This design comes from an exercise in tuning for small area and a short achievable clock period on the open sky130 flow, not from production work. The RTL was checked by simulation tests, not by an equivalence proof against the original design. Power and IR drop assume default switching activity.

## fused_multiply_add
module fused_multiply_add
(
     input                                   clk
   , input                                   rst
   , input                                   cntrl_load
   , input        [31:0]                     cntrl_init
   , input                                   pass
   , input        [15:0]                     m
   , input        [15:0]                     x
   , input        [15:0]                     c
   , output logic                            y_valid_r
   , output logic [31:0]                     y_w
);
For scale: about 65 flip-flops, ~120 I/O pins, about 0.011 sq mm of cells after synthesis.
clock: 8.0 ns
lec_check: 0
abc_area: 1
cap_margin: 20
core_margin: 2
core_utilization: 40
slew_margin: 20
synth_hierarchical: 1
synth_minimum_keep_size: 0
standard.sh (not shown) runs the stock make flow with config.mk's settings and CLKGATE_MAP_FILE= SYNTH_SCRIPT=/design/flow/synth_recipe.tcl, a recipe that flattens the netlist after the stock synthesis.
==> flow/flow/run.sh <==
#!/bin/bash
export BUFFER_PORTS_ARGS="-buffer_cell sky130_fd_sc_hd__buf_2"
bash standard.sh > standard.log 2>&1
Next try:
--- a/flow/config.mk
+++ b/flow/config.mk
@@ -11,2 +11,3 @@
 export CORE_UTILIZATION = 40
+export SETUP_SLACK_MARGIN = 2.5
 export SLEW_MARGIN = 20
The changed run went through all stages and came out clean. Worst hold slack barely changes. Maximum frequency climbs by 3.8%. Sequential share of layout area hardly moves. Worst setup slack is better by 0.20 ns. Routed wire length hardly moves. Final cell count is unchanged. Final area climbs by 0.51%. Total power stays flat.
Next try:
--- a/flow/config.mk
+++ b/flow/config.mk
@@ -11,3 +11,3 @@
 export CORE_UTILIZATION = 40
-export SETUP_SLACK_MARGIN = 2.5
+export SETUP_SLACK_MARGIN = 3.5
 export SLEW_MARGIN = 20
Result:
- The new run finished with timing, DRC and antenna clean
- cell area went up by about a fifth
- non-clock buffer count went up by 63
- die area stays the same
- via count went up by a few percent
- worst setup slack gains 0.59 ns
- final cell count went up by a few percent

========
JK:
fused_multiply_add, a different RTL version from the one above (not shown whole).
For scale: roughly 950 cells after synthesis, ~72 flip-flops, roughly 10000 sq um of cells after synthesis.
export LEC_CHECK = 0
export ABC_AREA = 1
export CAP_MARGIN = 20
export CORE_MARGIN = 2
export CORE_UTILIZATION = 60
export CTS_BUF_LIST = sky130_fd_sc_hd__clkbuf_8
export SETUP_SLACK_MARGIN = 3.4
export SLEW_MARGIN = 20
export SYNTH_HIERARCHICAL = 1
export SYNTH_MINIMUM_KEEP_SIZE = 0
create_clock -name core_clock -period 8.0 [get_ports {clk}]
==> flow/flow/run.sh <==
#!/bin/bash
# The standard layout (standard.sh), with two changes:
#  - synthesis maps logic with ABC's &nf mapper in area-recovery mode (flow/abc_map.script) in place of
#    ORFS's abc_area.script, which maps XOR-heavy logic to NAND2 trees;
#  - the port buffers are plain buf_1 cells instead of the default choice.
set -u
WORK=$(pwd)
rm -rf "$WORK/scripts"
cp -r "$FLOW_HOME/scripts" "$WORK/scripts"
cp "$WORK/flow/abc_map.script" "$WORK/scripts/abc_area.script"
export SCRIPTS_DIR="$WORK/scripts"
export BUFFER_PORTS_ARGS="-buffer_cell sky130_fd_sc_hd__buf_1"
bash standard.sh > standard.log 2>&1
==> flow/flow/abc_map.script <==
strash
&get -n
&fraig -x
&put
scorr
dc2
strash
&get -n
&dch -f
&nf -R 1000
&put
Per the final summary, JK finished and its layout is clean on timing, DRC and antenna.
Relative to JK, the following input files were edited for MS:
- SETUP_SLACK_MARGIN: 3.4 -> 3.3
diff --git a/flow/flow/run.sh b/flow/flow/run.sh
--- a/flow/flow/run.sh
+++ b/flow/flow/run.sh
@@ -1,5 +1,5 @@
 #!/bin/bash
 # The standard layout (standard.sh), with two changes:
-#  - synthesis maps logic with ABC's &nf mapper in area-recovery mode (flow/abc_map.script) in place of
+#  - synthesis maps logic with ABC's &nf mapper (flow/abc_map.script) in place of
 #    ORFS's abc_area.script, which maps XOR-heavy logic to NAND2 trees;
 #  - the port buffers are plain buf_1 cells instead of the default choice.
Findings:
- When the final numbers for MS and JK were put side by side, the via count turned out to be greater in JK.
- MS against JK: worst path setup slack after routing dropped 0.11 ns; final instance area lower; number of distinct library cells after synthesis was more or less identical; simple logic cell fraction of the synthesized area comparable; share of cell area taken by flip-flops and latches went up by 0.23 points.
- In MS relative to JK, power in the clock group had gone up by more than 10%.
- Reported for MS and JK, number of synthesized register bits turned out identical to the last digit.
- The part of the power in combinational logic number comes out higher for JK vs MS.
- Post-route met1 wirelength came out lower on MS than on JK.
- Measured against each other, MS and JK differ in global-route usage, the higher figure coming from JK.

afterwards: timing with drivers on the ports:
Ports are ideal in the flow. The routed layouts listed here were re-timed in OpenROAD. Step 1 assumes that a clkbuf_16 drives the clock port and a buf_2 every other input. Step 2, shift: input delay + t, output delay - t, t = (earliest + latest rising clock arrival at the registers) / 2. This alone moves slack from input paths to output paths. a / b / c = ideal / step 1 / step 2; a / b = the first two.
| run | t (ns) | setup slack, ns | slew at the worst register clock pin (ns) | cell pins on the clock port's net |
|---|---|---|---|---|
| the first run of note 1 | 0.367 | 2.422 / 2.444 / 2.077 | 0.06 / 0.06 | 1 |
| the second run of note 1 | 0.367 | 2.627 / 2.648 / 2.280 | 0.06 / 0.06 | 1 |
| the third run of note 1 | 0.370 | 3.218 / 3.201 / 2.830 | 0.06 / 0.06 | 1 |
| JK | 0.415 | 3.492 / 3.447 / 3.096 | 0.08 / 0.08 | 1 |
| MS | 0.410 | 3.385 / 3.403 / 2.993 | 0.08 / 0.08 | 1 |
After both steps every run listed still meets setup and hold. The setup slack of JK, which loses most, moves by -0.045 ns with the drivers and by -0.396 ns with both steps.
